Source: an optimization exercise on an open RTL-to-GDS flow (aim: small area). Production flows keep margins and buffers that such runs may drop. The RTL was checked by simulation tests, not by an equivalence proof against the original design. Power is estimated from default activity; no workload was simulated.

==> standard.sh <==
#!/bin/bash
# synth_recipe.tcl (not shown) runs the flow's synth.tcl, then flattens the netlist and writes it again
# the make line also repeats each setting of config.mk as NAME=value (left out here)
make -C /OpenROAD-flow-scripts/flow DESIGN_CONFIG=/design/flow/config.mk WORK_HOME=/design/flow/orfs CLKGATE_MAP_FILE= SYNTH_SCRIPT=/design/flow/synth_recipe.tcl "${@:-finish}"
==> flow/run.sh <==
#!/bin/bash
# The standard layout, with plain buf_1 cells as the port buffers and a clock tree
# built without dummy loads.
set -euo pipefail
bash standard.sh "BUFFER_PORTS_ARGS=-buffer_cell sky130_fd_sc_hd__buf_1" \
  "CTS_ARGS=-sink_clustering_enable -repair_clock_nets -sink_clustering_size 20 -sink_clustering_max_diameter 60 -buf_list {sky130_fd_sc_hd__clkbuf_4 sky130_fd_sc_hd__clkbuf_8} -dont_use_dummy_load" \
  finish > standard_flow.log 2>&1
==> constraint.sdc <==
create_clock -name core_clock -period 18.0 [get_ports {clk}]
set_input_delay 3.6000 -clock core_clock [delete_from_list [all_inputs] [get_ports {clk}]]
set_output_delay 3.6000 -clock core_clock [all_outputs]
set_load 0.01 [all_outputs]
==> config.mk <==
export PLATFORM = sky130hd
export DESIGN_NAME = riscv_core
export DESIGN_NICKNAME = riscv_core
export VERILOG_FILES = /design/flow/design.v
export SDC_FILE = /design/flow/constraint.sdc
export NUM_CORES = 4
export LEC_CHECK = 0
export ABC_AREA = 0
export CAP_MARGIN = 20
export CORE_MARGIN = 2
export CORE_UTILIZATION = 40
export CTS_BUF_LIST = sky130_fd_sc_hd__clkbuf_4 sky130_fd_sc_hd__clkbuf_8
export CTS_CLUSTER_DIAMETER = 60
export CTS_CLUSTER_SIZE = 20
export SLEW_MARGIN = 20
export SYNTH_HIERARCHICAL = 1
==> design.v <==
module rf_wbit (input we, input we_n, input q, input wd, output d);
    assign d = ~((we | q) & (we_n | wd));
endmodule
module rf_aoi3 (input [2:0] s, input [2:0] d, output y);
    assign y = ~|(s & d);
endmodule
module rf_rbit (input [30:0] sel, input [30:0] d, output o);
    wire [10:0] y;
    genvar g;
    generate for (g = 0; g < 10; g = g + 1) begin : g_a
        rf_aoi3 u (.s(sel[3*g +: 3]), .d(d[3*g +: 3]), .y(y[g]));
    end endgenerate
    assign y[10] = ~(sel[30] & d[30]);
    assign o = ~&y;
endmodule
module fa_bit (input a, input b, input ci, output s, output co);
    assign s  = a ^ b ^ ci;
    assign co = (a & b) | (ci & (a ^ b));
endmodule
module sel4_bit (input [3:0] s, input [3:0] d, output y);
    assign y = |(s & d);
endmodule
module pc_bit (input pc, input cy, input jump, input a, output d, output cy_out);
    assign d = jump ? a : pc ^ cy;
    assign cy_out = pc & cy;
endmodule
module riscv_core (
    input clk,
    input reset,
    output [31:0] imem_addr,
    input  [31:0] imem_rdata,
    output [31:0] dmem_addr,
    output [31:0] dmem_wdata,
    output [1:0]  dmem_size,
    output        dmem_we,
    input  [31:0] dmem_rdata
);
    reg  [1:0]  ph;       
    reg  [1:0]  pass;     
    reg         clr;      
    reg  [29:0] pc;       
    reg  [31:0] T;        
    reg  [31:0] A;        
    reg         c;        
    reg         z;        
    reg         flag;     
    reg  [31:0] rf [1:31];
    reg         sp;       
    wire [31:0] ins = imem_rdata;
    wire [2:0]  f3  = ins[14:12];
    wire c_lui   = ~ins[6] &  ins[4] &  ins[2] &  ins[5];
    wire c_auipc = ~ins[6] &  ins[4] &  ins[2] & ~ins[5];
    wire c_jal   =  ins[6] &  ins[3];
    wire c_jalr  =  ins[6] & ~ins[3] &  ins[2];
    wire c_br    =  ins[6] & ~ins[2];
    wire c_ld    = ~ins[6] & ~ins[4] & ~ins[5];
    wire c_st    = ~ins[6] & ~ins[4] &  ins[5];
    wire c_opi   = ~ins[6] &  ins[4] & ~ins[2] & ~ins[5];
    wire c_op    = ~ins[6] &  ins[4] & ~ins[2] &  ins[5];
    wire c_alu   = c_opi | c_op;
    wire k_sh    = f3[1:0] == 2'b01;
    wire k_slt   = f3[2:1] == 2'b01;
    reg [31:0] imm;
    always @* begin
        if (c_lui | c_auipc)      imm = {ins[31:12], 12'b0};
        else if (c_jal)           imm = {{12{ins[31]}}, ins[19:12], ins[20], ins[30:21], 1'b0};
        else if (c_br)            imm = {{20{ins[31]}}, ins[7], ins[30:25], ins[11:8], 1'b0};
        else if (c_st)            imm = {{21{ins[31]}}, ins[30:25], ins[11:7]};
        else                      imm = {{21{ins[31]}}, ins[30:20]};
    end
    reg [7:0] imm_b, pc_b, t_b;
    always @* begin
        case (ph)
            2'd0: imm_b = imm[7:0];
            2'd1: imm_b = imm[15:8];
            2'd2: imm_b = imm[23:16];
            default: imm_b = imm[31:24];
        endcase
        case (ph)
            2'd0: pc_b = {pc[5:0], 2'b00};
            2'd1: pc_b = pc[13:6];
            2'd2: pc_b = pc[21:14];
            default: pc_b = pc[29:22];
        endcase
    end
    reg       rs2sel, rzero, opa_pc, inv, ashift, tload, wen, last, fcap;
    reg [1:0] opb;        
    reg [1:0] wsel;       
    always @* begin
        rs2sel = 1'b0; rzero = 1'b0; opa_pc = 1'b0; inv = 1'b0; ashift = 1'b0;
        tload = 1'b0; wen = 1'b0; last = 1'b0; fcap = 1'b0; opb = 2'd0; wsel = 2'd0;
        if (c_lui) begin
            rzero = 1'b1; wen = 1'b1; last = 1'b1;
        end else if (c_auipc) begin
            opa_pc = 1'b1; wen = 1'b1; last = 1'b1;
        end else if (c_jal | c_jalr) begin
            if (pass == 2'd0) begin
                opa_pc = c_jal; ashift = 1'b1;
            end else begin
                opa_pc = 1'b1; opb = 2'd2; wen = 1'b1; last = 1'b1;
            end
        end else if (c_br) begin
            if (pass == 2'd0) begin
                rs2sel = 1'b1; tload = 1'b1; opa_pc = 1'b1; ashift = 1'b1;
            end else begin
                opb = 2'd1; inv = 1'b1; last = 1'b1;
            end
        end else if (c_ld) begin
            if (pass == 2'd0) ashift = 1'b1;
            else begin wsel = 2'd2; wen = 1'b1; last = 1'b1; end
        end else if (c_st) begin
            if (pass == 2'd0) ashift = 1'b1;
            else begin rs2sel = 1'b1; tload = 1'b1; last = 1'b1; end
        end else if (c_opi) begin
            if (k_sh) begin
                if (pass == 2'd0) tload = 1'b1;
                else begin wsel = 2'd1; wen = 1'b1; last = 1'b1; end
            end else if (k_slt) begin
                if (pass == 2'd0) begin inv = 1'b1; fcap = 1'b1; end
                else begin wsel = 2'd3; wen = 1'b1; last = 1'b1; end
            end else begin
                wen = 1'b1; last = 1'b1;
            end
        end else begin  
            if (k_sh) begin
                if (pass == 2'd0) begin rs2sel = 1'b1; opb = 2'd3; ashift = 1'b1; end
                else if (pass == 2'd1) tload = 1'b1;
                else begin wsel = 2'd1; wen = 1'b1; last = 1'b1; end
            end else if (k_slt) begin
                if (pass == 2'd0) begin rs2sel = 1'b1; tload = 1'b1; end
                else if (pass == 2'd1) begin opb = 2'd1; inv = 1'b1; fcap = 1'b1; end
                else begin wsel = 2'd3; wen = 1'b1; last = 1'b1; end
            end else begin
                if (pass == 2'd0) begin rs2sel = 1'b1; tload = 1'b1; end
                else begin opb = 2'd1; inv = ~f3[2] & ins[30]; wen = 1'b1; last = 1'b1; end
            end
        end
    end
    wire [4:0] rsel = rzero ? 5'd0 : rs2sel ? ins[24:20] : ins[19:15];
    wire [30:0] rsel_h;
    wire [7:0]  port_raw;
    genvar gr, gb;
    generate
        for (gr = 1; gr < 32; gr = gr + 1) begin : g_rsel
            assign rsel_h[gr-1] = rsel == gr;
        end
        for (gb = 0; gb < 8; gb = gb + 1) begin : g_rport
            wire [30:0] col;
            for (gr = 1; gr < 32; gr = gr + 1) begin : g_c
                assign col[gr-1] = rf[gr][gb];
            end
            rf_rbit u_r (.sel(rsel_h), .d(col), .o(port_raw[gb]));
        end
    endgenerate
    wire [7:0] port = port_raw ^ {8{sp & (rsel != 5'd0)}};
    wire [7:0] opa  = opa_pc ? pc_b : port;
    wire [7:0] opbv = (opb == 2'd0) ? imm_b :
                      (opb == 2'd1) ? T[7:0] :
                      {5'b0, (opb == 2'd2) & (ph == 2'd0), 2'b00};
    wire       cin  = (ph == 2'd0) ? inv : c;
    wire [7:0] opbx = opbv ^ {8{inv}};
    wire [8:0] acy;
    wire [7:0] sum;
    assign acy[0] = cin;
    genvar ga;
    generate for (ga = 0; ga < 8; ga = ga + 1) begin : g_add
        fa_bit u_fa (.a(opa[ga]), .b(opbx[ga]), .ci(acy[ga]), .s(sum[ga]), .co(acy[ga+1]));
    end endgenerate
    wire       co   = acy[8];
    wire       logic_op = c_alu & f3[2];
    wire [7:0] alu_out = ~logic_op ? sum :
                         (f3[1:0] == 2'b00) ? (opa ^ opbv) :
                         (f3[1:0] == 2'b10) ? (opa | opbv) : (opa & opbv);
    wire uns = c_br ? f3[1] : f3[0];
    wire lt  = (uns | (opa[7] == opbv[7])) ? ~co : opa[7];
    wire eq  = z & (sum == 8'd0);
    wire taken = f3[2] ? (lt ^ f3[0]) : (eq ^ f3[0]);
    wire [4:0] shamt = c_op ? A[4:0] : ins[24:20];
    wire       right = f3[2];
    wire       left  = ~right & (shamt != 5'd0);
    wire [4:0] m     = left ? (5'd0 - shamt) : shamt;    
    wire [1:0] q     = m[4:3];
    wire [2:0] r     = m[2:0];
    wire [3:0] qh    = {q == 2'd3, q == 2'd2, q == 2'd1, q == 2'd0};
    wire [7:0] lo_t, hi_t;
    generate for (ga = 0; ga < 8; ga = ga + 1) begin : g_tap
        sel4_bit u_lo (.s(qh), .d({T[24+ga], T[16+ga], T[8+ga], T[ga]}), .y(lo_t[ga]));
        sel4_bit u_hi (.s(qh), .d({T[ga], T[24+ga], T[16+ga], T[8+ga]}), .y(hi_t[ga]));
    end endgenerate
    wire [1:0] sidx  = 2'd3 - ph;
    wire       sign  = T[sidx*8 + 7];
    wire [2:0] kq    = {1'b0, ph} + {1'b0, q};
    wire       lo_wr = kq >= 3'd4;
    wire       hi_wr = kq >= 3'd3;
    wire [7:0] fill  = {8{right & ins[30] & sign}};
    wire [7:0] lo_b  = (lo_wr ^ left) ? fill : lo_t;
    wire [7:0] hi_b  = (hi_wr ^ left) ? fill : hi_t;
    wire [15:0] win  = {hi_b, lo_b} >> r;
    wire [7:0] sh_out = win[7:0];
    reg [7:0] ld_raw;
    always @* begin
        case (ph)
            2'd0: ld_raw = dmem_rdata[7:0];
            2'd1: ld_raw = dmem_rdata[15:8];
            2'd2: ld_raw = dmem_rdata[23:16];
            default: ld_raw = dmem_rdata[31:24];
        endcase
    end
    wire ld_in  = (ph == 2'd0) | f3[1] | (f3[0] & (ph == 2'd1));
    wire ld_sgn = ~f3[2] & (f3[0] ? dmem_rdata[15] : dmem_rdata[7]);
    wire [7:0] ld_b = ld_in ? ld_raw : {8{ld_sgn}};
    reg [7:0] wd;
    always @* begin
        case (wsel)
            2'd0: wd = alu_out;
            2'd1: wd = sh_out;
            2'd2: wd = ld_b;
            default: wd = {7'b0, flag & (ph == 2'd0)};
        endcase
        if (clr) wd = 8'd0;
    end
    wire [7:0] wdx = wd ^ {8{sp}};
    wire [4:0] rd = ins[11:7];
    wire       pc_end  = (ph == 2'd3) & ~clr & last;
    wire       pc_jump = pc_end & (c_jal | c_jalr | (c_br & taken));
    wire [30:0] pcy; wire [29:0] pc_nx;
    assign pcy[0] = pc_end;
    genvar gi;
    generate for (gi = 0; gi < 30; gi = gi + 1) begin : g_inc
        pc_bit u_pc (.pc(pc[gi]), .cy(pcy[gi]), .jump(pc_jump), .a(A[gi+2]), .d(pc_nx[gi]), .cy_out(pcy[gi+1]));
    end endgenerate
    wire       rf_we = wen & ~clr;
    generate
        for (gr = 1; gr < 32; gr = gr + 1) begin : g_rf
            wire       we = clr | (rf_we & (rd == gr));
            wire [7:0] top;
            for (gb = 0; gb < 8; gb = gb + 1) begin : g_w
                rf_wbit u_w (.we(we), .we_n(~we), .q(rf[gr][gb]), .wd(wdx[gb]), .d(top[gb]));
            end
            always @(posedge clk) rf[gr] <= {top, rf[gr][31:8]};
        end
    endgenerate
    always @(posedge clk or posedge reset) begin
        if (reset) begin
            pc <= 30'd0;
        end else begin
            pc <= pc_nx;
        end
    end
    always @(posedge clk or posedge reset) begin
        if (reset) begin
            ph <= 2'd0;
            pass <= 2'd0;
            clr <= 1'b1;
            sp <= 1'b0;
        end else begin
            ph <= ph + 2'd1;
            if (ph == 2'd3) sp <= ~sp;
            if (ph == 2'd3) begin
                if (clr) clr <= 1'b0;
                else if (last)
                    pass <= 2'd0;
                else
                    pass <= pass + 2'd1;
            end
        end
    end
    always @(posedge clk) begin
        c <= co;
        z <= ((ph == 2'd0) | z) & (sum == 8'd0);
        if (fcap & (ph == 2'd3)) flag <= lt;
        if (ashift) A <= {sum, A[31:8]};
        T <= {tload ? port : T[7:0], T[31:8]};
    end
    assign imem_addr  = {pc, 2'b00};
    assign dmem_addr  = A;
    assign dmem_wdata = {port, T[31:8]};
    assign dmem_size  = f3[1:0];
    assign dmem_we    = c_st & (pass == 2'd1) & (ph == 2'd3);
endmodule
==> impl_metrics.ini, run 1 <==
[floorplanning]
initial_core_util = 0.402
chipHeight_um = 282
die_x_um = 282
ioPinCount = 165
coreArea_um2 = 77100
die-area_um2 = 79700
std_cell_rows = 102

[timing]
setup-violations-final = 0
tightest_slew_ns = 1.09
fin_worst_skew_ns = 0.0985
period_share = 0.718
fmax_ghz = 0.0773
tns_ns = 0
hold_ws_ns = 0.252
rsz0062_at_grt = false
hold_viol = 0
period_minus_slack_ns = 12.93
drv_slew = 0
maxSlewHeadroom = 0.273

[global_route]
grt_use_total = 0.188
grt_overflow = 0
grt_start_max_net_pins = 61
grt_pass1_vias = 18564
antenna_found_initial = 1
grt_pass1_wl_mm = 114

[route]
drc = 0
via_per_inst = 5.38
routedWlPerCell_um = 21.8
first_pass_iters = 6
drt-total-wl_mm = 77.0
via_count = 19038
ant_nets = 0
drt_first_iter_violations = 1977

[clocking]
cts_tree = yes
insertion_delay_ns = 0.70
ctsResizeCount = 0
clk_pin_slew_ns = 0.10
root_buffer = clkbuf_8
h-tree-depth = 3
cts_setup_buffers = 0
cts_sinks = 1095
cts_buffers = 72
cts_hold_buf = 0
cts_buffer_depth = 3

[worst_setup_path]
timing.rr.start = pass[0]$_DFFE_PP0P_
worstSetupEndpointType = flip-flop
cpMostUsedCell = fa_1
cp_slowest_cell = a211oi_1
cp-start-kind = input port
reg2regPathDepth = 30
max_stage_delay_ns = 0.83
r2r_slack_ns = 7.13
crit_fanout = 30
required_ns = 18.51
arrival_ns = 13.44
critPathKind = input port to flip-flop
r2r_end = pc[13]$_DFF_PP0_

[yosys]
synth_cell_types = 80
synth_edf_count = 33
ys_ff_latch = 1095
async_flop_share = 0.0329
avgSynthCellArea_um2 = 13.3
yosysWarnings = 9
syn-instance-count = 2326
ys_seq_area_frac = 0.724
syn_area_um2 = 31000
synth_top_flop_cell = dfxtp_1

[finish]
most-common-layout-cells = dfxtp_1, o22ai_1, buf_1
nFillCells = 7155
area_delta_synth_final_pct = 8.98
finalNetCount = 2617
stdcell_area_um2 = 33800
diodes = 0
final_common_cell = dfxtp_1
drive_gt1_frac = 0.0741

[placement]
hpwl_mm = 53.7
place.gp.congestion = 0.955
port_buffers = 160
placed_cell_area_um2 = 32700

[power_and_ir_drop]
power_leakage_nw = 13.3
ir_drop_mv = 0.219
powerDensity_nw_per_um2 = 174

[min_path]
min_path_cells = 0
min_from = rf[23][12]$_DFF_P_
worst_hold_path.endpoint = rf[23][4]$_DFF_P_
hold_path_class = flip-flop to flip-flop

[job]
maxCapViolCount = 0

[outcome]
status = timing/DRC/antenna clean
stage by stage:
stage	total power, mW	setup WS [ns]	instances	utilization
finish	5.88	5.07	3536	0.438
global route	6.15	4.75	3536	0.438
CTS	5.91	5.25	3535	0.438
detailed placement	4.87	4.60	3463	0.425
global placement	4.83	4.63	3463	0.425
floorplan	4.16	4.26	2327	-
Yosys cell counts, types with 28 or more instances:
library cell     n  area share
o22ai_1        251       0.051
mux2_4          30       0.015
nand3_1         34      0.0055
clkbuf_1        50      0.0061
nor2_1          79      0.0096
a21oi_1         78       0.013
a22oi_1         33      0.0080
o21ai_0         53      0.0086
ha_1            44       0.018
dfxtp_1       1026        0.66
nand2_1         80      0.0097
buf_4           28      0.0068
dfrtp_1         35       0.028
edfxtp_1        33       0.032
a21o_1          31      0.0075
a222oi_1        94       0.030
per-layer routing:
layer | GRT usage | part of all wire | vias to the layer above
met5 | 0 | 0.00017 | -
met4 | 0.0666 | 0.031 | 2
met3 | 0.0317 | 0.060 | 141
met2 | 0.301 | 0.45 | 692
met1 | 0.257 | 0.46 | 9325
li1 | - | - | 8878
final cells by class:
type | count | area [µm²] | area share
sequential | 1095 | 22400 | 0.664
tap | 1040 | 1300 | 0.0385
clock buffer | 72 | 991 | 0.0293
multi-input combinational | 1108 | 8080 | 0.239
timing repair buffer | 192 | 861 | 0.0255
inverter | 29 | 109 | 0.00322
power by group:
group / internal (mW) / total [mW] / switching, mW / leakage [nW]
clock network: 0.361 / 1.04 / 0.680 / 0.518
registers: 3.09 / 3.37 / 0.282 / 9.37
logic: 0.494 / 1.46 / 0.970 / 3.37
total: 3.95 / 5.88 / 1.93 / 13.3
registers in the layout, summed over array words and instances, names as in the netlist:
name	flops
pass	2
clr	1
z	1
rf	992
A	32
ph	2
c	1
flag	1
sp	1
pc	30
T	32
kinds of logic after synthesis:
logic type | synth area share
flops | 0.724
buf+inv | 0.0190
xor+xnor | 0.00929
mux | 0.0289
simple gates | 0.0507
compound gates | 0.145
fa+ha+maj | 0.0236
other cells | 0.000121
worst max path at each step:
stage	from	endpoint	slack (ns)
final	imem_rdata[6]	pc[13]$_DFF_PP0_	5.07
after detailed placement	imem_rdata[6]	pc[20]$_DFF_PP0_	4.60
after floorplan	imem_rdata[4]	pc[0]$_DFF_PP0_	4.26
after CTS	imem_rdata[6]	pc[13]$_DFF_PP0_	5.25
after global placement	imem_rdata[6]	pc[10]$_DFF_PP0_	4.63
after global routing	imem_rdata[6]	pc[6]$_DFF_PP0_	4.75
per-module statistics from Yosys (local to each module, per instance):
| module | cell area (µm²) | flops+latches | times used |
|---|---|---|---|
| rf_wbit | 6.26 | 0 | 248 |
| sel4_bit | 18.8 | 0 | 15 |
| rf_rbit | 27.5 | 0 | 8 |
| rf_aoi3 | 10.0 | 0 | 80 |
| fa_bit | 20.0 | 0 | 8 |
| pc_bit | 27.5 | 0 | 30 |
| riscv_core | 27200 | 1095 | 1 |
worst max-delay path, delay by kind of cell:
kind / cells / cell delay (ns)
AOI/OAI and AO/OA: 5 / 2.22
xor gates and xnor gates: 2 / 0.41
adders and majority gates: 8 / 3.45
buffers and inverters: 4 / 1.13
muxes: 2 / 0.71
and+or+nand+nor: 9 / 1.84
==> inputs of run 2 (changes only) <==
--- a/config.mk
+++ b/config.mk
@@ -10,3 +10,3 @@
 export CORE_MARGIN = 2
-export CORE_UTILIZATION = 40
+export CORE_UTILIZATION = 62
 export CTS_BUF_LIST = sky130_fd_sc_hd__clkbuf_4 sky130_fd_sc_hd__clkbuf_8
==> run 2 against run 1 <==
Effect of this change:
- still clean
- non-clock buffer count down 1
- setup slack worse by 0.40 ns
- power about the same
- synthesized area unchanged
- design area down 1.6%
- die area down 35%
- maximum frequency down 3.0%
- critical path type unchanged
- largest cell class unchanged
==> impl_metrics.ini, run 2 <==
[timing]
drv_slew = 0
hold_viol = 0
tightest_slew_ns = 1.07
tns_ns = 0
layout_setup_ws_ns = 4.67
period_share = 0.741
setup-violations-final = 0
period_minus_slack_ns = 13.33
fin_worst_skew_ns = 0.0870
maxSlewHeadroom = 0.282
fmax_ghz = 0.0750
hold_ws_ns = 0.246
rsz0062_at_grt = false

[yosys]
synth_edf_count = 33
avgSynthCellArea_um2 = 13.3
yosysWarnings = 9
ys_ff_latch = 1095
synth_top_family_by_area = compound AO/OA/AOI/OAI gates
syn-instance-count = 2326
synth_xor_area_frac = 0.00929
synth_mux_area_frac = 0.0289
async_flop_share = 0.0329
synth_top_flop_cell = dfxtp_1
synthDominantCellAreaShare = 0.663
synth_fa_ha_area_frac = 0.0236
synth_common_cells = dfxtp_1, o22ai_1, a222oi_1
ys_seq_area_frac = 0.724
netlist_top_cells_area = dfxtp_1, o22ai_1, edfxtp_1
synthSimpleGateAreaFrac = 0.0507
synth_cell_types = 80
synth_most_common_cell = dfxtp_1
yosysTopAreaCell = dfxtp_1
syn_area_um2 = 31000
synth_compound_area_frac = 0.145

[floorplanning]
die_x_um = 228
initial_core_util = 0.631
die-area_um2 = 51800
ioPinCount = 165
coreArea_um2 = 49200
std_cell_rows = 81
chipHeight_um = 228

[placement]
port_buffers = 160
place.gp.congestion = 1.02
pre_cts_ws_ns = 4.13
placed_cell_area_um2 = 32300
hpwl_mm = 52.8

[route]
routedWlPerCell_um = 24.4
drt-total-wl_mm = 77.1
via_count = 19352
drc = 0
ant_nets = 0
first_pass_iters = 7
via_per_inst = 6.13
drt_first_iter_violations = 2136

[finish]
most-common-layout-cells = dfxtp_1, o22ai_1, buf_1
area_delta_synth_final_pct = 7.21
nFillCells = 3616
fin_util = 0.676
largest_reg_flops = 992
reg_top3 = rf: 992 flops, A: 32 flops, T: 32 flops
drive_gt1_frac = 0.0715
stdcell_area_um2 = 33200
multiInputGateArea_um2 = 8080
finalNetCount = 2611
final_common_cell = dfxtp_1
regArea_um2 = 22400
regMostFlops = rf

[clocking]
cts_sinks = 1095
cts_buffers = 67
cts_setup_buffers = 0
clk_pin_slew_ns = 0.11
ctsResizeCount = 0
cts_tree = yes
insertion_delay_ns = 0.69
cts_hold_buf = 0
h-tree-depth = 3
cts_buffer_depth = 3
root_buffer = clkbuf_8

[global_route]
grt_overflow = 0
grt_start_max_net_pins = 61
antenna_found_initial = 0
grt_pass1_vias = 18305
grt_pass1_wl_mm = 114
grt_use_total = 0.297

[power_and_ir_drop]
powerDensity_nw_per_um2 = 177
power_leakage_nw = 13.2
ir_drop_mv = 0.187

[job]
maxCapViolCount = 0

[worst_setup_path]
required_ns = 18.56
crit_family = adder cells
worstSetupEndpointType = flip-flop
cp-start-kind = input port
crit_fanout = 30
cpMostUsedCell = fa_1
path_buf_inv = 3
max_stage_delay_ns = 0.80
arrival_ns = 13.89
critPathKind = input port to flip-flop
cp_slowest_cell = o21ai_0

[outcome]
status = timing/DRC/antenna clean

[min_path]
hold_path_class = flip-flop to flip-flop
run 2: cell counts after synthesis:
Identical to the previous run, type by type.
run 2: report_power, final:
part | total (mW) | internal [mW] | leakage (nW) | switching [mW]
sequential | 3.38 | 3.09 | 9.37 | 0.288
combinational | 1.49 | 0.490 | 3.37 | 0.995
clock | 1.01 | 0.338 | 0.482 | 0.673
run 2: per-module statistics from Yosys (local to each module, per instance):
module      flip-flops and latches  times used  cells inside
fa_bit                           0           8             1
pc_bit                           0          30             2
rf_aoi3                          0          80             1
riscv_core                    1095           1          1853
sel4_bit                         0          15             3
rf_wbit                          0         248             1
rf_rbit                          0           8             4
run 2: final cells by class:
class | instances | share of cell area
well taps | 664 | 0.0250
flip-flops and latches | 1095 | 0.675
diodes | 2 | 0.000151
repair buffers | 191 | 0.0257
multi-input cells | 1108 | 0.243
inverters | 29 | 0.00328
clock buffers | 67 | 0.0278
run 2: final timing paths:
check | slack (ns) | endpoint | startpoint | depth (start not counted)
setup / recovery | 4.67 | pc[16]$_DFF_PP0_ | imem_rdata[4] | 29
hold reg to reg | 0.25 | rf[31][1]$_DFF_P_ | rf[31][9]$_DFF_P_ | 0
min in group asynchronous | 3.00 | pc[11]$_DFF_PP0_ | reset | 3
max in group asynchronous | 14.53 | ph[1]$_DFF_PP0_ | reset | 3
setup reg to reg | 6.96 | pc[16]$_DFF_PP0_ | pass[1]$_DFFE_PP0P_ | 30
hold / removal | 0.25 | rf[31][1]$_DFF_P_ | rf[31][9]$_DFF_P_ | 0
run 2: cells by family (layout without fill, tap and decap cells):
| kind of cell | after synthesis | count (layout) |
|---|---|---|
| DFF | 1095 | 1095 |
| AOI/OAI and AO/OA | 636 | 636 |
| and+or+nand+nor | 315 | 315 |
| buffers and inverters | 124 | 287 |
| muxes | 70 | 70 |
| adders and majority gates | 53 | 53 |
| xor gates and xnor gates | 32 | 32 |
| other | 1 | 4 |
run 2: layer usage:
metal	track usage	share of wire	routed length, µm
met1	0.441	0.46	35400
met3	0.0454	0.081	6260
met5	0	0	0
met2	0.439	0.43	32800
met4	0.116	0.035	2690
run 2: per-stage QoR:
stage                     instances  total power [mW]
after floorplan                2327              4.16
after global placement         3086              4.82
after detailed placement       3087              4.88
after CTS                      3154              5.87
after global routing           3154              6.11
final                          3156              5.88
==> inputs of run 3 (changes only) <==
--- a/config.mk
+++ b/config.mk
@@ -10,3 +10,3 @@
 export CORE_MARGIN = 2
-export CORE_UTILIZATION = 62
+export CORE_UTILIZATION = 50
 export CTS_BUF_LIST = sky130_fd_sc_hd__clkbuf_4 sky130_fd_sc_hd__clkbuf_8
==> run 3 against run 2 <==
Effect of this change:
- critical path depth up 2
- clock power barely moved
- synthesized cell count did not move
- count of clock-buffer cells in the layout up 3
- maximum frequency rose by 3.4%
- wire length is 0.10% lower
==> impl_metrics.ini, run 3 <==
[yosys]
syn_area_um2 = 31000
synthDominantCellAreaShare = 0.663
async_flop_share = 0.0329
synth_xor_area_frac = 0.00929
synth_fa_ha_area_frac = 0.0236
syn-instance-count = 2326
ys_ff_latch = 1095
ys_seq_area_frac = 0.724
synth_top_family_by_area = compound AO/OA/AOI/OAI gates
yosysWarnings = 9
netlist_top_cells_area = dfxtp_1, o22ai_1, edfxtp_1
synth_top_flop_cell = dfxtp_1
synth_common_cells = dfxtp_1, o22ai_1, a222oi_1
synth_compound_area_frac = 0.145
synth_mux_area_frac = 0.0289
avgSynthCellArea_um2 = 13.3
synth_cell_types = 80
synthSimpleGateAreaFrac = 0.0507
synth_most_common_cell = dfxtp_1
yosysTopAreaCell = dfxtp_1
synth_edf_count = 33

[power_and_ir_drop]
ir_drop_mv = 0.248
switching_share = 0.329
power_leakage_nw = 13.3
p_int_mw = 3.94
power_frac_clock = 0.175
p_switching_mw = 1.93
sequentialPowerShare = 0.574
powerDensity_nw_per_um2 = 175
pwr-share-comb = 0.251

[timing]
fmax_ghz = 0.0775
hold_viol = 0
tightest_slew_ns = 1.16
period_share = 0.717
rsz0062_at_grt = false
tns_ns = 0
hold_ws_ns = 0.242
fin_worst_skew_ns = 0.124
setup-violations-final = 0
period_minus_slack_ns = 12.90
maxSlewHeadroom = 0.217
drv_slew = 0

[worst_setup_path]
worstSetupEndpointType = flip-flop
r2r_end = pc[3]$_DFF_PP0_
required_ns = 18.50
critPathKind = input port to flip-flop
max_stage_delay_ns = 0.80
arrival_ns = 13.40
timing.rr.start = pass[1]$_DFFE_PP0P_
cp_slowest_cell = a211oi_1
r2r_slack_ns = 7.13
reg2regPathDepth = 31
cpMostUsedCell = fa_1
crit_fanout = 30
cp-start-kind = input port

[global_route]
grt_use_total = 0.237
antenna_found_initial = 2
grt_start_max_net_pins = 38
grt_overflow = 0
grt_pass1_wl_mm = 115
grt_pass1_vias = 18820

[clocking]
cts_sinks = 1095
cts_buffer_depth = 3
cts_hold_buf = 0
insertion_delay_ns = 0.69
clk_pin_slew_ns = 0.11
h-tree-depth = 3
cts_tree = yes
root_buffer = clkbuf_8
ctsResizeCount = 0
cts_setup_buffers = 0
cts_buffers = 70

[finish]
area_delta_synth_final_pct = 7.95
largest_reg_flops = 992
nFillCells = 5173
instances_no_fill = 3288
reg_top3 = rf: 992 flops, A: 32 flops, T: 32 flops
most-common-layout-cells = dfxtp_1, o22ai_1, buf_1
regMostFlops = rf
final_common_cell = dfxtp_1
fin_util = 0.544
drive_gt1_frac = 0.0745
stdcell_area_um2 = 33500
finalNetCount = 2618

[route]
drt_first_iter_violations = 1859
routedWlPerCell_um = 23.4
via_count = 19079
ant_nets = 0
drc = 0
first_pass_iters = 6
drt-total-wl_mm = 77.0
via_per_inst = 5.80

[min_path]
worst_hold_path.endpoint = rf[31][11]$_DFF_P_
min_path_cells = 0
min_from = rf[31][19]$_DFF_P_
hold_path_class = flip-flop to flip-flop

[floorplanning]
coreArea_um2 = 61500
chipHeight_um = 253
std_cell_rows = 91
die-area_um2 = 64000
ioPinCount = 165
die_x_um = 253
initial_core_util = 0.504

[job]
maxCapViolCount = 0

[placement]
hpwl_mm = 53.5
placed_cells = 3216
placed_cell_area_um2 = 32500
place.gp.congestion = 0.921
port_buffers = 160

[outcome]
status = timing/DRC/antenna clean
run 3: cell counts after synthesis:
No cell type changed its count.
run 3: metal layers:
metal / part of all wire / GRT usage / up-vias
met3: 0.051 / 0.0348 / 148
met2: 0.46 / 0.381 / 655
met5: 0 / 0 / -
met1: 0.45 / 0.321 / 9382
li1: - / - / 8894
met4: 0.040 / 0.101 / 0
run 3: power groups by stage:
stage	combinational, mW	sequential, mW	clock [mW]
2_1_floorplan	0.817	3.35	0
3_3_place_gp	1.44	3.40	0
3_5_place_dp	1.45	3.43	0
4_1_cts	1.46	3.37	1.06
5_1_grt	1.56	3.44	1.15
6_report	1.47	3.37	1.03
run 3: worst max path at each step:
stage / startpoint / endpoint / slack, ns / cells past startpoint
after floorplan: imem_rdata[4] / pc[0]$_DFF_PP0_ / 4.26 / 29
after global placement: imem_rdata[6] / pc[13]$_DFF_PP0_ / 4.17 / 31
after detailed placement: imem_rdata[6] / pc[6]$_DFF_PP0_ / 4.55 / 31
after CTS: imem_rdata[6] / pc[3]$_DFF_PP0_ / 5.21 / 31
after global routing: imem_rdata[6] / pc[3]$_DFF_PP0_ / 4.78 / 31
final: imem_rdata[6] / pc[3]$_DFF_PP0_ / 5.10 / 31
run 3: area by class of cell:
cell class	count	area [µm²]	share of cell area
sequential	1095	22400	0.671
multi-input combinational	1108	8080	0.241
timing repair buffer	195	883	0.0264
antenna	1	2.50	0.0000748
clock buffer	70	963	0.0288
tap	790	988	0.0295
inverter	29	109	0.00325
run 3: critical path, delay by kind of cell:
family          cells  cell delay [ns]
buf+inv             5             1.38
xor+xnor            2             0.41
mux                 2             0.72
compound gates      5             2.12
simple gates        9             1.69
fa+ha+maj           8             3.43
run 3: through the flow:
step / total power, mW / setup slack [ns]
floorplan: 4.16 / 4.26
global placement: 4.84 / 4.17
detailed placement: 4.88 / 4.55
CTS: 5.90 / 5.21
global route: 6.14 / 4.78
finish: 5.87 / 5.10
run 3: cell families (layout without fill, tap and decap cells):
logic type / count (synthesis) / in the layout
other: 1 / 3
adder cells (fa/ha/maj): 53 / 53
AND/OR/NAND/NOR: 315 / 315
AO/OA/AOI/OAI: 636 / 636
multiplexers: 70 / 70
flip-flops: 1095 / 1095
buffers and inverters: 124 / 294
XOR/XNOR: 32 / 32
run 3: Yosys stat by module (local to each module, per instance):
module      cells  flip-flops and latches
rf_rbit         4                       0
rf_wbit         1                       0
pc_bit          2                       0
rf_aoi3         1                       0
riscv_core   1853                    1095
fa_bit          1                       0
sel4_bit        3                       0
==> inputs of run 4 (changes only) <==
==> flow/run.sh (replaced) <==
#!/bin/bash
# The standard layout, with plain buf_1 cells as the port buffers and a clock tree
# built without dummy loads.
set -euo pipefail
bash standard.sh "BUFFER_PORTS_ARGS=-buffer_cell sky130_fd_sc_hd__buf_1" \
  "CTS_ARGS=-sink_clustering_enable -repair_clock_nets -sink_clustering_size 30 -sink_clustering_max_diameter 60 -buf_list {sky130_fd_sc_hd__clkbuf_8 sky130_fd_sc_hd__clkbuf_16} -dont_use_dummy_load" \
  finish > standard_flow.log 2>&1
==> run 4 against run 3 <==
Effect of this change:
- still clean on timing, DRC and antenna
- count of clock-buffer cells in the layout decreased by 18
- power increased by 3.2%
- non-clock buffer count unchanged
- final cell count decreased by 0.58%
- wire length increased by 0.14%
- setup slack got worse by 0.071 ns
- maximum frequency decreased by 0.55%
- register-to-register slack about the same
- sequential cell count unchanged
- synthesized area unchanged
- global-route usage decreased by 0.096 points
- highest routed layer unchanged
==> impl_metrics.ini, run 4 <==
[global_route]
grt_pass1_vias = 18727
grt_pass1_wl_mm = 115
grt_start_max_net_pins = 38
grt_use_total = 0.236
grt_overflow = 0
antenna_found_initial = 1

[worst_setup_path]
path_buf_inv = 5
worstSetupEndpointType = flip-flop
critPathKind = input port to flip-flop
r2r_slack_ns = 7.13
r2r_end = pc[12]$_DFF_PP0_
crit_family = adder cells
arrival_ns = 13.43
required_ns = 18.46
reg2regPathDepth = 31
cp-start-kind = input port
max_stage_delay_ns = 0.82
cpMostUsedCell = fa_1
timing.rr.start = pass[1]$_DFFE_PP0P_
cp_slowest_cell = a211oi_1
crit_fanout = 30

[timing]
drv_slew = 0
tns_ns = 0
setup-violations-final = 0
maxSlewHeadroom = 0.248
hold_ws_ns = 0.269
tightest_slew_ns = 1.11
rsz0062_at_grt = false
fin_worst_skew_ns = 0.111
fmax_ghz = 0.0771
period_minus_slack_ns = 12.97
hold_viol = 0
period_share = 0.721

[min_path]
hold_path_class = flip-flop to flip-flop
min_path_cells = 0
worst_hold_path.endpoint = rf[24][11]$_DFF_P_
min_from = rf[24][19]$_DFF_P_

[yosys]
synth_most_common_cell = dfxtp_1
synth_cell_types = 80
synth_common_cells = dfxtp_1, o22ai_1, a222oi_1
synthDominantCellAreaShare = 0.663
synth_top_flop_cell = dfxtp_1
yosysTopAreaCell = dfxtp_1
async_flop_share = 0.0329
netlist_top_cells_area = dfxtp_1, o22ai_1, edfxtp_1
syn_area_um2 = 31000
avgSynthCellArea_um2 = 13.3
ys_seq_area_frac = 0.724
synth_edf_count = 33
ys_ff_latch = 1095
yosysWarnings = 9
syn-instance-count = 2326

[finish]
most-common-layout-cells = dfxtp_1, o22ai_1, buf_1
fin_util = 0.550
largest_reg_flops = 992
area_delta_synth_final_pct = 9.03
regMostFlops = rf
drive_gt1_frac = 0.0678
diodes = 0
finalNetCount = 2600
reg_top3 = rf: 992 flops, A: 32 flops, T: 32 flops
instances_no_fill = 3269
final_common_cell = dfxtp_1

[floorplanning]
coreArea_um2 = 61500
die_x_um = 253
ioPinCount = 165
chipHeight_um = 253
die-area_um2 = 64000
std_cell_rows = 91
initial_core_util = 0.504

[power_and_ir_drop]
power_leakage_nw = 13.4
ir_drop_mv = 0.242
power.total_mw = 6.05
sequentialPowerShare = 0.557
p_switching_mw = 1.95
pwr-share-comb = 0.244
switching_share = 0.323
p_int_mw = 4.10
power_frac_clock = 0.199
powerDensity_nw_per_um2 = 179

[clocking]
cts_buffer_depth = 3
h-tree-depth = 2
ctsResizeCount = 0
root_buffer = clkbuf_16
insertion_delay_ns = 0.65
cts_tree = yes
cts_buffers = 52
clk_pin_slew_ns = 0.10
cts_hold_buf = 0
cts_sinks = 1095
cts_setup_buffers = 0

[route]
drt_first_iter_violations = 1951
via_count = 18965
drc = 0
via_per_inst = 5.80
first_pass_iters = 10
drt-total-wl_mm = 77.1
routedWlPerCell_um = 23.6
ant_nets = 0

[placement]
place.gp.congestion = 0.921
hpwl_mm = 53.5
port_buffers = 160
placed_cells = 3216

[job]
maxCapViolCount = 0

[outcome]
status = timing/DRC/antenna clean
## run 4: cell counts after synthesis
Identical to the previous run, type by type.
## run 4: cell type report
class,instances,area (µm²)
Clock buffer,52,1300
Sequential cell,1095,22400
Timing Repair Buffer,195,883
Tap cell,790,988
Inverter,29,109
Fill cell,5113,27700
Multi-Input combinational cell,1108,8080
## run 4: how the worst max path moves through the flow
stage / slack (ns) / end / depth (start not counted) / startpoint
global placement: 4.17 / pc[13]$_DFF_PP0_ / 31 / imem_rdata[6]
CTS: 5.14 / pc[12]$_DFF_PP0_ / 31 / imem_rdata[6]
finish: 5.03 / pc[12]$_DFF_PP0_ / 31 / imem_rdata[6]
detailed placement: 4.55 / pc[6]$_DFF_PP0_ / 31 / imem_rdata[6]
global route: 4.71 / pc[5]$_DFF_PP0_ / 31 / imem_rdata[6]
floorplan: 4.26 / pc[0]$_DFF_PP0_ / 29 / imem_rdata[4]
## run 4: through the flow
stage          area, µm²  worst slack [ns]
6_report           33800              5.03
5_1_grt            33800              4.71
4_1_cts            33800              5.14
3_5_place_dp       32500              4.55
3_3_place_gp       32500              4.17
2_1_floorplan      31000              4.26
## run 4: worst reg2reg max path: cells and delay by family, from the launching register on
family	cells	cell delay, ns
compound gates	5	1.84
xor+xnor	2	0.41
fa+ha+maj	9	4.10
buf+inv	4	1.09
flops	1	0.40
mux	2	0.74
simple gates	9	2.20
## run 4: layer usage
layer | GRT usage | routed length, µm | vias up
li1 | - | - | 8858
met1 | 0.323 | 34600 | 9286
met2 | 0.383 | 35200 | 680
met3 | 0.0288 | 4230 | 141
met4 | 0.0960 | 3010 | 0
met5 | 0 | 0 | -
## run 4: power groups by stage
stage	sequential [mW]	clock, mW	combinational [mW]
3_3_place_gp	3.40	0	1.44
3_5_place_dp	3.43	0	1.45
6_report	3.37	1.21	1.48
4_1_cts	3.38	1.24	1.46
2_1_floorplan	3.35	0	0.817
5_1_grt	3.44	1.33	1.56
## run 4: kinds of logic after synthesis
| group | count (synthesis) | share of synthesized area |
|---|---|---|
| xor+xnor | 32 | 0.00929 |
| fa+ha+maj | 53 | 0.0236 |
| flops | 1095 | 0.724 |
| simple gates | 315 | 0.0507 |
| compound gates | 636 | 0.145 |
| other cells | 1 | 0.000121 |
| mux | 70 | 0.0289 |
| buf+inv | 124 | 0.0190 |
## run 4: modules after synthesis, one instance, submodules excluded
module      cells  flops+latches
rf_rbit         4              0
rf_wbit         1              0
sel4_bit        3              0
pc_bit          2              0
rf_aoi3         1              0
riscv_core   1853           1095
fa_bit          1              0
==> inputs of run 5 (changes only) <==
--- a/design.v
+++ b/design.v
@@ -22,4 +22,4 @@
 endmodule
-module pc_bit (input pc, input cy, input jump, input a, output d, output cy_out);
-    assign d = jump ? a : pc ^ cy;
+module pc_bit (input pc, input cy, input jump, input jump_n, input a, output d, output cy_out);
+    assign d = (jump & a) | (jump_n & (pc ^ cy));
     assign cy_out = pc & cy;
@@ -229,3 +229,3 @@
     generate for (gi = 0; gi < 30; gi = gi + 1) begin : g_inc
-        pc_bit u_pc (.pc(pc[gi]), .cy(pcy[gi]), .jump(pc_jump), .a(A[gi+2]), .d(pc_nx[gi]), .cy_out(pcy[gi+1]));
+        pc_bit u_pc (.pc(pc[gi]), .cy(pcy[gi]), .jump(pc_jump), .jump_n(~pc_jump), .a(A[gi+2]), .d(pc_nx[gi]), .cy_out(pcy[gi+1]));
     end endgenerate
==> flow/run.sh (replaced) <==
#!/bin/bash
# The standard layout, with plain buf_1 cells as the port buffers and a clock tree
# built without dummy loads.
set -euo pipefail
bash standard.sh "BUFFER_PORTS_ARGS=-buffer_cell sky130_fd_sc_hd__buf_1" \
  "CTS_ARGS=-sink_clustering_enable -repair_clock_nets -sink_clustering_size 20 -sink_clustering_max_diameter 60 -buf_list {sky130_fd_sc_hd__clkbuf_4 sky130_fd_sc_hd__clkbuf_8} -dont_use_dummy_load" \
  finish > standard_flow.log 2>&1
--- a/config.mk
+++ b/config.mk
@@ -10,3 +10,3 @@
 export CORE_MARGIN = 2
-export CORE_UTILIZATION = 50
+export CORE_UTILIZATION = 55
 export CTS_BUF_LIST = sky130_fd_sc_hd__clkbuf_4 sky130_fd_sc_hd__clkbuf_8
==> run 5 against run 4 <==
Effect of this change:
- sequential cell count stayed put
- design area is 1.4% lower
- register-to-register slack worse by 0.06 ns
- wire length is 1.2% higher
- largest cell class unchanged
- still clean on timing, DRC and antenna
==> impl_metrics.ini, run 5 <==
[outcome]
status = timing/DRC/antenna clean

[clocking]
cts_tree = yes
cts_hold_buf = 0
cts_sinks = 1095
insertion_delay_ns = 0.70
cts_buffer_depth = 3
ctsResizeCount = 0
clk_pin_slew_ns = 0.11
cts_setup_buffers = 0
h-tree-depth = 3
root_buffer = clkbuf_8
cts_buffers = 67

[floorplanning]
coreArea_um2 = 55200
initial_core_util = 0.558
ioPinCount = 165
die-area_um2 = 57900
die_x_um = 241
chipHeight_um = 241
std_cell_rows = 86

[worst_setup_path]
required_ns = 18.51
cp_slowest_cell = o21ai_1
worstSetupEndpointType = flip-flop
critPathKind = input port to flip-flop
crit_fanout = 33
arrival_ns = 13.58
cpMostUsedCell = fa_1
cp-start-kind = input port
max_stage_delay_ns = 0.94

[timing]
tightest_slew_ns = 1.23
period_minus_slack_ns = 13.06
drv_slew = 0
maxSlewHeadroom = 0.176
tns_ns = 0
fin_worst_skew_ns = 0.111
rsz0062_at_grt = false
fmax_ghz = 0.0766
hold_viol = 0
setup-violations-final = 0
period_share = 0.726

[global_route]
antenna_found_initial = 4
grt_start_max_net_pins = 37
grt_pass1_vias = 17984
grt_use_total = 0.266
grt_overflow = 0
grt_pass1_wl_mm = 114

[yosys]
ys_ff_latch = 1095
syn-instance-count = 2323
synth_edf_count = 33
async_flop_share = 0.0329
synth_common_cells = dfxtp_1, o22ai_1, nor2_1
synthDominantCellAreaShare = 0.667
yosysWarnings = 9
synth_cell_types = 86
synth_top_flop_cell = dfxtp_1
synth_most_common_cell = dfxtp_1
syn_area_um2 = 30800
ys_seq_area_frac = 0.729
avgSynthCellArea_um2 = 13.2
netlist_top_cells_area = dfxtp_1, o22ai_1, edfxtp_1
yosysTopAreaCell = dfxtp_1

[finish]
fin_util = 0.604
finalNetCount = 2641
drive_gt1_frac = 0.0690
reg_top3 = rf: 992 flops, A: 32 flops, T: 32 flops
final_common_cell = dfxtp_1
stdcell_area_um2 = 33300
regMostFlops = rf
area_delta_synth_final_pct = 8.27
most-common-layout-cells = dfxtp_1, o22ai_1, buf_1
largest_reg_flops = 992

[route]
via_count = 19213
drc = 0
first_pass_iters = 6
drt-total-wl_mm = 78.0
routedWlPerCell_um = 23.9
drt_first_iter_violations = 1850
ant_nets = 0
via_per_inst = 5.87

[min_path]
hold_path_class = flip-flop to flip-flop

[placement]
port_buffers = 160
place.gp.congestion = 0.949
placed_cell_area_um2 = 32400
hpwl_mm = 54.4

[power_and_ir_drop]
powerDensity_nw_per_um2 = 172
power_leakage_nw = 13.3
ir_drop_mv = 0.185

[job]
maxCapViolCount = 0
run 5: logic make-up after synthesis:
group,synth area share
buffers and inverters,0.0216
and+or+nand+nor,0.0558
AOI/OAI and AO/OA,0.146
DFF,0.729
adders and majority gates,0.0247
other,0.000122
xor gates and xnor gates,0.00797
muxes,0.0152
run 5: per-module statistics from Yosys (local to each module, per instance):
module,cells,area (µm²),flops+latches,times used
sel4_bit,3,18.8,0,15
pc_bit,2,21.3,0,30
fa_bit,1,20.0,0,8
rf_rbit,4,27.5,0,8
rf_wbit,1,6.26,0,248
rf_aoi3,1,10.0,0,80
riscv_core,1850,27100,1095,1
run 5: report_power, final:
group | internal [mW] | switching, mW | total, mW
clock network | 0.338 | 0.681 | 1.02
logic | 0.445 | 0.890 | 1.34
registers | 3.11 | 0.283 | 3.39
total | 3.89 | 1.85 | 5.74
run 5: cell type report:
cell class | instances | area (µm²)
sequential | 1095 | 22400
inverter | 53 | 199
multi-input combinational | 1090 | 7810
tap | 748 | 936
timing repair buffer | 215 | 1010
antenna | 3 | 7.51
clock buffer | 67 | 922
fill | 4501 | 21900
run 5: path summary, 6_finish.rpt:
| kind | start | end | slack (ns) | cells after the start |
|---|---|---|---|---|
| setup / recovery | imem_rdata[6] | rf[28][31]$_DFF_P_ | 4.94 | 29 |
| hold / removal | rf[13][22]$_DFF_P_ | rf[13][14]$_DFF_P_ | 0.28 | 0 |
| setup reg to reg | pass[0]$_DFFE_PP0P_ | rf[28][31]$_DFF_P_ | 7.07 | 29 |
| hold reg to reg | rf[13][22]$_DFF_P_ | rf[13][14]$_DFF_P_ | 0.28 | 0 |
| max in group asynchronous | reset | clr$_DFFE_PP1P_ | 14.52 | 3 |
| min in group asynchronous | reset | pc[0]$_DFF_PP0_ | 3.03 | 3 |
run 5: per-layer routing:
layer / global-route usage / share of wire / vias up
met2: 0.395 / 0.43 / 653
met4: 0.0962 / 0.031 / 4
met5: 0 / 0.00028 / -
met3: 0.0486 / 0.068 / 120
met1: 0.390 / 0.47 / 9518
li1: - / - / 8918
run 5: through the flow:
step                      instances  hold WS (ns)  worst slack [ns]  total power, mW
final                          3271         0.275              4.94             5.74
after detailed placement       3201         0.312              4.21             4.76
after floorplan                2324         0.310              5.20             4.11
after global placement         3201         0.310              3.91             4.72
after CTS                      3268         0.275              4.92             5.77
after global routing           3270         0.271              4.48             6.00
run 5: worst max-delay path: cells and delay by family:
family                     cells  cell delay (ns)
AOI/OAI and AO/OA              7             2.85
xor gates and xnor gates       2             0.42
adders and majority gates      8             3.38
buffers and inverters          4             0.98
muxes                          1             0.08
and+or+nand+nor                7             2.19
==> inputs of run 6 (changes only) <==
--- a/design.v
+++ b/design.v
@@ -19,4 +19,7 @@
 endmodule
-module sel4_bit (input [3:0] s, input [3:0] d, output y);
-    assign y = |(s & d);
+module sel4_bit (input [3:0] s, input [3:0] d, input f, output y);
+    assign y = (|(s & d)) | f;
+endmodule
+module sel2_bit (input s, input s_n, input a, input b, output y);
+    assign y = (s & a) | (s_n & b);
 endmodule
@@ -125,5 +128,7 @@
             if (k_sh) begin
-                if (pass == 2'd0) begin rs2sel = 1'b1; opb = 2'd3; ashift = 1'b1; end
-                else if (pass == 2'd1) tload = 1'b1;
-                else begin wsel = 2'd1; wen = 1'b1; last = 1'b1; end
+                if (pass == 2'd0) tload = 1'b1;
+                else begin
+                    rs2sel = 1'b1; opb = 2'd3; ashift = ph == 2'd0;
+                    wsel = 2'd1; wen = 1'b1; last = 1'b1;
+                end
             end else if (k_slt) begin
@@ -177,3 +182,3 @@
     wire taken = f3[2] ? (lt ^ f3[0]) : (eq ^ f3[0]);
-    wire [4:0] shamt = c_op ? A[4:0] : ins[24:20];
+    wire [4:0] shamt = ~c_op ? ins[24:20] : (ph == 2'd0) ? port[4:0] : A[28:24];
     wire       right = f3[2];
@@ -184,7 +189,2 @@
     wire [3:0] qh    = {q == 2'd3, q == 2'd2, q == 2'd1, q == 2'd0};
-    wire [7:0] lo_t, hi_t;
-    generate for (ga = 0; ga < 8; ga = ga + 1) begin : g_tap
-        sel4_bit u_lo (.s(qh), .d({T[24+ga], T[16+ga], T[8+ga], T[ga]}), .y(lo_t[ga]));
-        sel4_bit u_hi (.s(qh), .d({T[ga], T[24+ga], T[16+ga], T[8+ga]}), .y(hi_t[ga]));
-    end endgenerate
     wire [1:0] sidx  = 2'd3 - ph;
@@ -194,5 +194,11 @@
     wire       hi_wr = kq >= 3'd3;
-    wire [7:0] fill  = {8{right & ins[30] & sign}};
-    wire [7:0] lo_b  = (lo_wr ^ left) ? fill : lo_t;
-    wire [7:0] hi_b  = (hi_wr ^ left) ? fill : hi_t;
+    wire       fill  = right & ins[30] & sign;
+    wire       lo_out = lo_wr ^ left, hi_out = hi_wr ^ left;
+    wire [3:0] qlo   = qh & {4{~lo_out}};
+    wire [3:0] qhi   = qh & {4{~hi_out}};
+    wire [7:0] lo_b, hi_b;
+    generate for (ga = 0; ga < 8; ga = ga + 1) begin : g_tap
+        sel4_bit u_lo (.s(qlo), .d({T[24+ga], T[16+ga], T[8+ga], T[ga]}), .f(lo_out & fill), .y(lo_b[ga]));
+        sel4_bit u_hi (.s(qhi), .d({T[ga], T[24+ga], T[16+ga], T[8+ga]}), .f(hi_out & fill), .y(hi_b[ga]));
+    end endgenerate
     wire [15:0] win  = {hi_b, lo_b} >> r;
@@ -223,2 +229,6 @@
     wire [4:0] rd = ins[11:7];
+    wire [7:0] t_top;
+    generate for (ga = 0; ga < 8; ga = ga + 1) begin : g_ttop
+        sel2_bit u_t (.s(tload), .s_n(~tload), .a(port[ga]), .b(T[ga]), .y(t_top[ga]));
+    end endgenerate
     wire       pc_end  = (ph == 2'd3) & ~clr & last;
@@ -272,3 +282,3 @@
         if (ashift) A <= {sum, A[31:8]};
-        T <= {tload ? port : T[7:0], T[31:8]};
+        T <= {t_top, T[31:8]};
     end
--- a/config.mk
+++ b/config.mk
@@ -8,3 +8,3 @@
 export ABC_AREA = 0
-export CAP_MARGIN = 20
+export CAP_MARGIN = 0
 export CORE_MARGIN = 2
@@ -14,3 +14,3 @@
 export CTS_CLUSTER_SIZE = 20
-export SLEW_MARGIN = 20
+export SLEW_MARGIN = 0
 export SYNTH_HIERARCHICAL = 1
==> run 6 against run 5 <==
Effect of this change:
- global-route usage is 0.79 points lower
- sequential share of layout area is 0.051 points higher
- critical path depth is 4 higher
==> impl_metrics.ini, run 6 <==
[yosys]
netlist_top_cells_area = dfxtp_1, o22ai_1, a222oi_1
synth_compound_area_frac = 0.141
synth_common_cells = dfxtp_1, o22ai_1, nor2_1
synthDominantCellAreaShare = 0.663
synth_edf_count = 33
syn-instance-count = 2393
ys_seq_area_frac = 0.724
synth_top_flop_cell = dfxtp_1
async_flop_share = 0.0329
synthSimpleGateAreaFrac = 0.0613
ys_ff_latch = 1095
synth_xor_area_frac = 0.00977
synth_mux_area_frac = 0.0144
syn_area_um2 = 31000
avgSynthCellArea_um2 = 12.9
yosysWarnings = 9
synth_cell_types = 76
synth_top_family_by_area = compound AO/OA/AOI/OAI gates
synth_most_common_cell = dfxtp_1
yosysTopAreaCell = dfxtp_1
synth_fa_ha_area_frac = 0.0292

[placement]
placed_cells = 3255
place.gp.congestion = 0.932
hpwl_mm = 52.8
pre_cts_ws_ns = 2.76
port_buffers = 160

[finish]
reg_top3 = rf: 992 flops, A: 32 flops, T: 32 flops
regMostFlops = rf
finalNetCount = 2700
nFillCells = 4641
multiInputGateArea_um2 = 8010
drive_gt1_frac = 0.0624
fin_util = 0.594
regArea_um2 = 22400
final_common_cell = dfxtp_1
area_delta_synth_final_pct = 7.45
instances_no_fill = 3322
largest_reg_flops = 992
most-common-layout-cells = dfxtp_1, o22ai_1, nor2_1

[worst_setup_path]
crit_fanout = 28
required_ns = 18.51
cp-start-kind = input port
cp_slowest_cell = nor4bb_2
critPathKind = input port to flip-flop
worstSetupEndpointType = flip-flop
arrival_ns = 15.29
cpMostUsedCell = nor2_1
max_stage_delay_ns = 0.97

[global_route]
grt_use_total = 0.258
antenna_found_initial = 3
grt_pass1_wl_mm = 112
grt_start_max_net_pins = 65
grt_pass1_vias = 18136
grt_overflow = 0

[timing]
tns_ns = 0
drv_slew = 0
rsz0062_at_grt = false
fin_worst_skew_ns = 0.108
hold_ws_ns = 0.293
layout_setup_ws_ns = 3.22
period_share = 0.821
period_minus_slack_ns = 14.78
setup-violations-final = 0
hold_viol = 0
maxSlewHeadroom = 0.301
fmax_ghz = 0.0676
tightest_slew_ns = 1.04

[floorplanning]
ioPinCount = 165
chipHeight_um = 241
die-area_um2 = 58300
die_x_um = 241
std_cell_rows = 87
coreArea_um2 = 56100
initial_core_util = 0.553

[route]
routedWlPerCell_um = 22.8
via_count = 19280
drc = 0
ant_nets = 0
first_pass_iters = 10
via_per_inst = 5.80
drt_first_iter_violations = 1918
drt-total-wl_mm = 75.8

[clocking]
root_buffer = clkbuf_8
cts_buffer_depth = 3
cts_sinks = 1095
clk_pin_slew_ns = 0.11
h-tree-depth = 3
ctsResizeCount = 0
cts_tree = yes
cts_buffers = 66
cts_hold_buf = 0
insertion_delay_ns = 0.69
cts_setup_buffers = 0

[min_path]
hold_path_class = flip-flop to flip-flop

[outcome]
status = timing/DRC/antenna clean

[job]
maxCapViolCount = 0

[power_and_ir_drop]
ir_drop_mv = 0.103
power_leakage_nw = 13.4
powerDensity_nw_per_um2 = 174
run 6: cell count changes after synthesis, moves of 8 or more:
cell / previous run / this run
or2_2: 7 / 35
mux2_2: 14 / 6
mux2i_1: 25 / 33
ha_1: 44 / 58
buf_2: 16 / 3
a22oi_1: 39 / 6
nand2_1: 77 / 104
o21ai_0: 28 / 50
nor3_1: 24 / 14
a222oi_1: 95 / 109
nor2b_1: 18 / 4
a22o_1: 30 / 39
nor2_1: 103 / 162
run 6: routing by layer:
metal | track usage | share of wire | up-vias
met1 | 0.378 | 0.48 | 9412
met2 | 0.384 | 0.42 | 693
met4 | 0.100 | 0.038 | 4
met5 | 0 | 0.00030 | -
li1 | - | - | 9038
met3 | 0.0424 | 0.063 | 133
run 6: cell families after synthesis:
group                      count (synthesis)
adders and majority gates                 67
AOI/OAI and AO/OA                        616
DFF                                     1095
muxes                                     42
xor gates and xnor gates                  32
buffers and inverters                    134
other                                      1
and+or+nand+nor                          406
run 6: critical path: cells and delay by family:
family / cells / cell delay, ns
adder cells (fa/ha/maj): 3 / 0.96
XOR/XNOR: 2 / 0.56
buffers and inverters: 3 / 1.21
multiplexers: 4 / 1.31
AO/OA/AOI/OAI: 8 / 2.97
AND/OR/NAND/NOR: 13 / 4.65
run 6: worst paths after layout:
path,start,endpoint,slack [ns],cells after the start
max,imem_rdata[4],rf[21][31]$_DFF_P_,3.22,33
min,rf[12][25]$_DFF_P_,rf[12][17]$_DFF_P_,0.29,0
max reg2reg,pass[1]$_DFFE_PP0P_,rf[21][31]$_DFF_P_,6.14,36
min reg2reg,rf[12][25]$_DFF_P_,rf[12][17]$_DFF_P_,0.29,0
max in group asynchronous,reset,pass[0]$_DFFE_PP0P_,14.51,3
min in group asynchronous,reset,pass[1]$_DFFE_PP0P_,3.02,3
run 6: modules after synthesis, one instance, submodules excluded:
module | cells | flops+latches
sel2_bit | 1 | 0
pc_bit | 2 | 0
rf_rbit | 4 | 0
rf_aoi3 | 1 | 0
fa_bit | 1 | 0
rf_wbit | 1 | 0
sel4_bit | 3 | 0
riscv_core | 1912 | 1095
run 6: layout make-up:
class | count | share of cell area
multi-input combinational | 1165 | 0.240
tap | 756 | 0.0284
timing repair buffer | 188 | 0.0243
clock buffer | 66 | 0.0273
antenna | 1 | 0.0000752
inverter | 51 | 0.00575
sequential | 1095 | 0.674
run 6: power breakdown:
group | total, mW | switching, mW | internal, mW
clock | 1.00 | 0.670 | 0.333
combinational | 1.38 | 0.938 | 0.446
sequential | 3.39 | 0.284 | 3.11
run 6: stage by stage:
stage	power [mW]	cell area, µm²
3_5_place_dp	4.81	32400
5_1_grt	6.05	33300
4_1_cts	5.81	33300
6_report	5.78	33300
2_1_floorplan	4.13	31000
3_3_place_gp	4.77	32400
==> inputs of run 7 (changes only) <==
--- a/config.mk
+++ b/config.mk
@@ -8,3 +8,3 @@
 export ABC_AREA = 0
-export CAP_MARGIN = 0
+export CAP_MARGIN = 20
 export CORE_MARGIN = 2
@@ -14,3 +14,3 @@
 export CTS_CLUSTER_SIZE = 20
-export SLEW_MARGIN = 0
+export SLEW_MARGIN = 20
 export SYNTH_HIERARCHICAL = 1
==> run 7 against run 6 <==
Effect of this change:
- hold slack unchanged
- design area unchanged
- count of clock-buffer cells in the layout unchanged
- synthesized cell count unchanged
- maximum frequency unchanged
- synthesized area unchanged
- still clean
- via count unchanged
- final cell count unchanged
- combinational power about the same
- highest routed layer unchanged
- critical path type unchanged
- sequential power about the same
- power unchanged
==> impl_metrics.ini, run 7 <==
[yosys]
ys_seq_area_frac = 0.724
syn_area_um2 = 31000
async_flop_share = 0.0329
synth_most_common_cell = dfxtp_1
synth_cell_types = 76
synth_edf_count = 33
synth_top_flop_cell = dfxtp_1
synth_common_cells = dfxtp_1, o22ai_1, nor2_1
avgSynthCellArea_um2 = 12.9
synthDominantCellAreaShare = 0.663
netlist_top_cells_area = dfxtp_1, o22ai_1, a222oi_1
ys_ff_latch = 1095
yosysTopAreaCell = dfxtp_1
yosysWarnings = 9
syn-instance-count = 2393

[global_route]
grt_pass1_vias = 18136
grt_pass1_wl_mm = 112
grt_use_total = 0.258
grt_start_max_net_pins = 65
grt_overflow = 0
antenna_found_initial = 3

[route]
via_per_inst = 5.80
first_pass_iters = 10
routedWlPerCell_um = 22.8
drt_first_iter_violations = 1918
drt-total-wl_mm = 75.8
drc = 0
via_count = 19280
ant_nets = 0

[floorplanning]
std_cell_rows = 87
ioPinCount = 165
initial_core_util = 0.553
die_x_um = 241
coreArea_um2 = 56100
die-area_um2 = 58300
chipHeight_um = 241

[worst_setup_path]
critPathKind = input port to flip-flop
path_buf_inv = 3
max_stage_delay_ns = 0.97
cp-start-kind = input port
worstSetupEndpointType = flip-flop
crit_fanout = 28
arrival_ns = 15.29
cp_slowest_cell = nor4bb_2
crit_family = simple AND/OR/NAND/NOR gates
cpMostUsedCell = nor2_1
required_ns = 18.51

[finish]
reg_top3 = rf: 992 flops, A: 32 flops, T: 32 flops
stdcell_area_um2 = 33300
regMostFlops = rf
area_delta_synth_final_pct = 7.45
most-common-layout-cells = dfxtp_1, o22ai_1, nor2_1
drive_gt1_frac = 0.0624
finalNetCount = 2700
final_common_cell = dfxtp_1
largest_reg_flops = 992

[placement]
port_buffers = 160
place.gp.congestion = 0.932
hpwl_mm = 52.8
placed_cell_area_um2 = 32400

[timing]
maxSlewHeadroom = 0.301
tns_ns = 0
drv_slew = 0
hold_ws_ns = 0.293
setup-violations-final = 0
period_minus_slack_ns = 14.78
rsz0062_at_grt = false
tightest_slew_ns = 1.04
period_share = 0.821
hold_viol = 0
fmax_ghz = 0.0676
fin_worst_skew_ns = 0.108

[clocking]
clk_pin_slew_ns = 0.11
root_buffer = clkbuf_8
cts_setup_buffers = 0
h-tree-depth = 3
ctsResizeCount = 0
cts_buffer_depth = 3
cts_hold_buf = 0
cts_buffers = 66
cts_sinks = 1095
cts_tree = yes
insertion_delay_ns = 0.69

[power_and_ir_drop]
p_int_mw = 3.89
power.total_mw = 5.78
powerDensity_nw_per_um2 = 174
p_switching_mw = 1.89
sequentialPowerShare = 0.587
power_frac_clock = 0.174
pwr-share-comb = 0.239
power_leakage_nw = 13.4
ir_drop_mv = 0.103
switching_share = 0.327

[outcome]
status = timing/DRC/antenna clean

[min_path]
hold_path_class = flip-flop to flip-flop

[job]
maxCapViolCount = 0
run 7: worst paths after layout:
kind	startpoint	endpoint	slack (ns)	cells past startpoint
worst min register to register	rf[12][25]$_DFF_P_	rf[12][17]$_DFF_P_	0.29	0
min in group asynchronous	reset	pass[1]$_DFFE_PP0P_	3.02	3
worst min-delay path	rf[12][25]$_DFF_P_	rf[12][17]$_DFF_P_	0.29	0
worst max-delay path	imem_rdata[4]	rf[21][31]$_DFF_P_	3.22	33
max in group asynchronous	reset	pass[0]$_DFFE_PP0P_	14.51	3
worst max register to register	pass[1]$_DFFE_PP0P_	rf[21][31]$_DFF_P_	6.14	36
run 7: logic make-up after synthesis:
logic type	count (synthesis)	synth area share
AOI/OAI and AO/OA	616	0.141
xor gates and xnor gates	32	0.00977
adders and majority gates	67	0.0292
buffers and inverters	134	0.0205
DFF	1095	0.724
muxes	42	0.0144
other	1	0.000121
and+or+nand+nor	406	0.0613
run 7: power by group through the flow:
stage,registers [mW],logic [mW],clock network (mW)
finish,3.39,1.38,1.00
global route,3.46,1.47,1.12
detailed placement,3.45,1.37,0
floorplan,3.36,0.766,0
global placement,3.42,1.35,0
CTS,3.39,1.37,1.04
run 7: cell type report:
type | count | area (µm²)
diodes | 1 | 2.50
clock buffers | 66 | 908
fillers | 4641 | 22800
inverters | 51 | 191
multi-input cells | 1165 | 8010
flip-flops and latches | 1095 | 22400
well taps | 756 | 946
repair buffers | 188 | 811
run 7: metrics by stage:
stage               cells   util  setup WS (ns)
global route         3322  0.594           2.62
CTS                  3321  0.594           3.47
finish               3322  0.594           3.22
floorplan            2394      -           5.59
global placement     3255  0.578           2.97
detailed placement   3255  0.578           2.76
run 7: worst register-to-register path, delay by kind of cell, from the launching register on:
| family | cells | cell delay, ns |
|---|---|---|
| AOI/OAI and AO/OA | 9 | 3.46 |
| xor gates and xnor gates | 2 | 0.56 |
| adders and majority gates | 5 | 1.83 |
| buffers and inverters | 6 | 1.35 |
| DFF | 1 | 0.39 |
| muxes | 3 | 0.90 |
| and+or+nand+nor | 11 | 3.22 |
run 7: modules after synthesis, one instance, submodules excluded:
module	cells inside	times used	flops+latches	cell area, µm²
rf_wbit	1	248	0	6.26
fa_bit	1	8	0	20.0
sel2_bit	1	8	0	8.76
riscv_core	1912	1	1095	27300
pc_bit	2	30	0	21.3
sel4_bit	3	15	0	18.8
rf_aoi3	1	80	0	10.0
rf_rbit	4	8	0	27.5
run 7: per-layer routing:
metal	share of wire	global-route usage	up-vias
met5	0.00030	0	-
li1	-	-	9038
met3	0.063	0.0424	133
met1	0.48	0.378	9412
met2	0.42	0.384	693
met4	0.038	0.100	4

## afterwards: timing with drivers on the ports
Ports are ideal in the flow. The routed layouts listed here were re-timed in OpenROAD. Step 1 assumes that a clkbuf_16 drives the clock port and a buf_2 every other input. Step 2 moves the port delays by t, midway between the first and last clock arrival at a register: inputs arrive t later, outputs are due t later. That takes back most of the time a late clock gives input paths. Three values: ideal ports, drivers, drivers and shift; two values: the first two.
| run | t, ns | slack for setup (ns) | clock arrival spread, ns | worst slew at a driven data input, ns |
|---|---|---|---|---|
| run 1 | 0.710 | 5.068 / 5.033 / 4.323 | 0.099 / 0.098 | 0.15 |
| run 2 | 0.708 | 4.666 / 4.660 / 3.952 | 0.087 / 0.087 | 0.11 |
| run 3 | 0.688 | 5.102 / 5.137 / 4.449 | 0.124 / 0.124 | 0.09 |
| run 4 | 0.662 | 5.030 / 5.070 / 4.407 | 0.111 / 0.111 | 0.08 |
| run 5 | 0.697 | 4.938 / 4.972 / 4.276 | 0.111 / 0.111 | 0.10 |
| run 6 | 0.692 | 3.215 / 3.195 / 2.504 | 0.108 / 0.107 | 0.08 |
| run 7 | 0.692 | 3.215 / 3.195 / 2.504 | 0.108 / 0.107 | 0.08 |
After both steps every run listed still meets setup and hold. For run 1, which loses most, drivers alone change the setup slack by -0.035 ns; drivers and shift together by -0.745 ns.
